What follows belongs to an exercise in optimizing a design on an open flow for small area and a short achievable clock period; a production flow would make more cautious choices.
Function was checked by simulation only, so behaviour that the tests miss may differ from the original.
Power and IR drop assume default switching activity.

File: design.v
`timescale 1ns/1ps
module matrix_multiplier #(
  parameter int DATA_WIDTH = 8,
  parameter int A_ROWS = 2,
  parameter int B_COLUMNS = 2,
  parameter int A_COLUMNS_B_ROWS = 2,
  parameter int C_DATA_WIDTH = (2 * DATA_WIDTH) + $clog2(A_COLUMNS_B_ROWS)
) (
  input                           clk_i,
  input                           reset_i,
  input                           valid_i,
  output logic                    valid_o,
  input        [A_ROWS * A_COLUMNS_B_ROWS * DATA_WIDTH-1:0]   a_i,
  input        [A_COLUMNS_B_ROWS * B_COLUMNS * DATA_WIDTH-1:0] b_i,
  output logic [A_ROWS * B_COLUMNS * C_DATA_WIDTH-1:0]         c_o
);
  logic [C_DATA_WIDTH-1:0] c_calc[A_ROWS * B_COLUMNS];
  always @(*) begin : multiply
    logic [C_DATA_WIDTH-1:0] c_element;
    for (int i = 0; i < A_ROWS; i = i + 1) begin : C_ROWS
      for (int j = 0; j < B_COLUMNS; j = j + 1) begin : C_COLUMNS
        c_element = 0;
        for (int k = 0; k < A_COLUMNS_B_ROWS; k = k + 1) begin : DOT_PRODUCT
          c_element = c_element + (a_i[((i * A_COLUMNS_B_ROWS) + k) * DATA_WIDTH +: DATA_WIDTH] * b_i[((k * B_COLUMNS) + j) * DATA_WIDTH +: DATA_WIDTH]);
        end
        c_calc[(i * B_COLUMNS) + j] = c_element;
      end
    end
  end
  always @(posedge clk_i) begin : proc_reg
    if (reset_i) begin
      valid_o <= 1'b0;
      for (int idx = 0; idx < (A_ROWS * B_COLUMNS); idx++) begin
        c_o[idx * C_DATA_WIDTH +: C_DATA_WIDTH] <= '0;
      end
    end else begin
      valid_o <= valid_i;
      for (int idx = 0; idx < (A_ROWS * B_COLUMNS); idx++) begin
        c_o[idx * C_DATA_WIDTH +: C_DATA_WIDTH] <= c_calc[idx];
      end
    end
  end
endmodule
File: config.mk
export PLATFORM = sky130hd
export DESIGN_NAME = matrix_multiplier
export DESIGN_NICKNAME = matrix_multiplier
export VERILOG_FILES = /design/flow/design.v
export SDC_FILE = /design/flow/constraint.sdc
export NUM_CORES = 4
export LEC_CHECK = 0
export CAP_MARGIN = 20
export CORE_MARGIN = 2
export CORE_UTILIZATION = 40
export SLEW_MARGIN = 20
File: constraint.sdc
create_clock -name core_clock -period 6.8 [get_ports {clk_i}]
set_input_delay 1.3600 -clock core_clock [delete_from_list [all_inputs] [get_ports {clk_i}]]
set_output_delay 1.3600 -clock core_clock [all_outputs]
set_load 0.01 [all_outputs]
File: run.sh
#!/bin/bash
# synth_recipe.tcl (not shown) runs the flow's synth.tcl, then flattens the netlist and writes it again
# the make line also repeats each setting of config.mk as NAME=value (left out here)
make -C /OpenROAD-flow-scripts/flow DESIGN_CONFIG=/design/flow/config.mk WORK_HOME=/design/flow/orfs CLKGATE_MAP_FILE= SYNTH_SCRIPT=/design/flow/synth_recipe.tcl finish
==> notes.md <==
[critical path: stages]
cell and delay (ns):
clkdlybuf4s50_1 0.44, buf_12 0.17, and2_1 0.17, fa_1 0.51, inv_1 0.05, fa_1 0.45
fa_1 0.51, inv_1 0.05, fa_1 0.49, fa_1 0.51, inv_1 0.05, fa_1 0.48
inv_1 0.04, ha_1 0.28, a21o_1 0.18, a31o_1 0.24, a221o_1 0.31, a221oi_2 0.25
mux2_1 0.34
[cell type report]
cell class | count | area (um^2)
flip-flops and latches | 69 | 1380
clock buffers | 12 | 246
well taps | 664 | 831
fillers | 4664 | 24800
clock inverters | 2 | 35.0
multi-input cells | 1515 | 16100
repair buffers | 379 | 3510
inverters | 530 | 1990
[per-layer routing]
metal / up-vias / track usage (%) / routed length [um]
li1: 7182 / - / -
met1: 7186 / 26.9 / 21900
met2: 283 / 34.4 / 22800
met3: 55 / 2.34 / 1820
met4: 0 / 5.71 / 1050
met5: - / 0 / 0
[flip-flops by register name (all words and copies together) (netlist names)]
name / cells
valid_o: 1
c_o: 68
[Yosys cell counts, types with 6 or more instances]
library cell and instances:
a211oi_1 21, a21o_1 21, a21oi_1 29, and2_1 339
and3_1 11, clkbuf_1 74, dfxtp_1 69, fa_1 388
ha_1 260, inv_1 530, mux2_2 13, nand2_1 190
nand2b_1 6, nand3_1 13, nor2_1 50, nor2b_1 36
nor3_1 12, o21a_1 11, o21ai_0 26, o22ai_1 6
or2_2 6, xnor2_1 13, xor2_1 7
[cells by family (layout without fill, tap and decap cells)]
logic type,after synthesis,after routing,synth area share [%]
and+or+nand+nor,676,676,18.3
adders and majority gates,648,648,55.9
buffers and inverters,605,923,11.5
AOI/OAI and AO/OA,155,155,5.45
DFF,69,69,7.01
xor gates and xnor gates,20,20,0.888
muxes,16,16,0.914
[report_power, final]
group / leakage [nW] / internal (mW) / switching, mW
combinational: 11.9 / 6.12 / 5.95
sequential: 0.574 / 0.618 / 0.0379
clock: 0.139 / 0.288 / 0.184
total: 12.6 / 7.03 / 6.17
[worst min path at each step]
| stage | start | slack [ns] | end |
|---|---|---|---|
| floorplan | valid_i | 1.49 | valid_o |
| global placement | reset_i | 1.79 | c_o[29] |
| detailed placement | reset_i | 1.79 | c_o[29] |
| CTS | reset_i | 1.38 | c_o[29] |
| global route | reset_i | 1.42 | c_o[29] |
| finish | reset_i | 1.40 | c_o[29] |
[timing repair]
item                                    CTS  global route
gates resized for setup                   0            17
hold buffers                              0             0
endpoints found under the setup margin    0            13
setup buffers                             0             1
endpoints found under the hold margin     0             0
[per-stage QoR]
| step | util (%) | TNS [ns] | power (mW) | setup slack (ns) |
|---|---|---|---|---|
| floorplan | - | 0 | 8.18 | 0.295 |
| global placement | 48.6 | -2.92 | 12.3 | -0.240 |
| detailed placement | 48.6 | -4.27 | 12.5 | -0.285 |
| CTS | 49.2 | 0 | 13.2 | 0.117 |
| global route | 49.3 | 0 | 14.9 | 0.00573 |
| finish | 49.3 | 0 | 13.2 | 0.169 |
==> flow_metrics.tcl <==
set metrics [dict create \
    fin_nets 3219 \
    worst-path-max-fanout 16 \
    hold_viol 0 \
    tightest_slew_ns 0.641 \
    synth_edf_count 0 \
    synthArstFlopShare_pct 0 \
    stdcell_area_um2 24100 \
    drive_above_1_share_pct 11.5 \
    endpoint_kind "flip-flop" \
    io_buffers 135 \
    fmax_mhz 151 \
    routedWlPerCell_um 15.0 \
    die_x_um 226 \
    dp.cells 3156 \
    irDropWorstVdd_v 0.000576 \
    area_growth_syn_to_layout_pct 22.1 \
    clk_pin_slew_ns 0.06 \
    grt_max_degree 50 \
    status "complete, no violations" \
    avgSynthCellArea_um2 9.01 \
    tritoncts "yes" \
    dpl.hpwl_mm 42.4 \
    ys_seq_area_share_pct 7.01 \
    clock_path_buffers 2 \
    rsz0062_at_grt "false" \
    synthesis.instances 2189 \
    drv_cap 0 \
    drt_iter0_drc 624 \
    crit_start "a_i[20]" \
    worst_setup_path_start_kind "primary input" \
    p_per_area_nw_per_um2 548 \
    stdcell_count 3171 \
    synthFlopType "dfxtp_1" \
    place_area_um2 23800 \
    gp_congestion 0.884 \
    grtUsageTotal_pct 20.1 \
    n_antenna_cell 0 \
    synth_top_area_share_pct 39.4 \
    finalWirelength_mm 47.6 \
    holdWs_ns 1.40 \
    num_vias 14700 \
    netlist_top_cells_area "fa_1 (39%), ha_1 (16%), and2_1 (11%)" \
    ys_warn_count 2 \
    ant_nets 0 \
    yosysUniqueCellTypes 53 \
    cts_buffers 9 \
    yosysTopAreaCell "fa_1" \
    syn_area_um2 19700 \
    finalSetupViolCount 0 \
    critPathKind "primary input to flip-flop" \
    core-area_um2 48800 \
    h-tree-depth 3 \
    period_share_pct 97.5 \
    final_common_cell "inv_1" \
    leakagePower_nw 12.6 \
    final_cell_mix "inv_1 (530), fa_1 (388), and2_1 (339)" \
    cp-endpoint "c_o[50]" \
    die-height_um 226 \
    top_level_ports 136 \
    avgViaCountPerCell 4.64 \
    required_ns 7.06 \
    cts.sinks 69 \
    grt_pass1_wl_mm 81.1 \
    overflow 0 \
    cp.arrival_ns 6.89 \
    holdPathStages 2 \
    grt_pass1_vias 16300 \
    syn-num-nets 2904 \
    firstDrtPassIters 7 \
    hp-class "primary input to flip-flop" \
    die-area_um2 51100 \
    rows 81 \
    slew_violations 0 \
    cts_root_buffer "clkbuf_16" \
    slew_headroom_pct 57.2 \
    period_needed_ns 6.63 \
    ys_ff_latch 69 \
    initial_core_util_pct 40.4 \
    antenna_found_initial 2 \
    drc 0 \
]

## static timing again, ports no longer ideal
No port has a modelled driver above. Below, the same layout with a new extraction and two added sets of constraints. Step 1 (the two cells are an assumption about what drives the block):
set clk [get_ports {clk_i}]
set_driving_cell -lib_cell sky130_fd_sc_hd__clkbuf_16 $clk
set_driving_cell -lib_cell sky130_fd_sc_hd__buf_2 [delete_from_list [all_inputs] $clk]
Step 2 moves the port delays by t, midway between the first and last clock arrival at a register: inputs arrive t later, outputs are due t later. That takes back most of the time a late clock gives input paths. Slacks: no drivers / after step 1 / after step 2; pairs: no drivers / after step 1.
t (ns): 0.422
setup WS [ns]: 0.169 / 0.192 / -0.230
hold slack, ns: 1.398 / 1.375 / 1.797
worst data-port slew with drivers (ns): 0.05
Met with ideal ports but missed after step 2: setup timing in this run. The setup slack of this run moves by +0.023 ns with the drivers and by -0.399 ns with both steps.
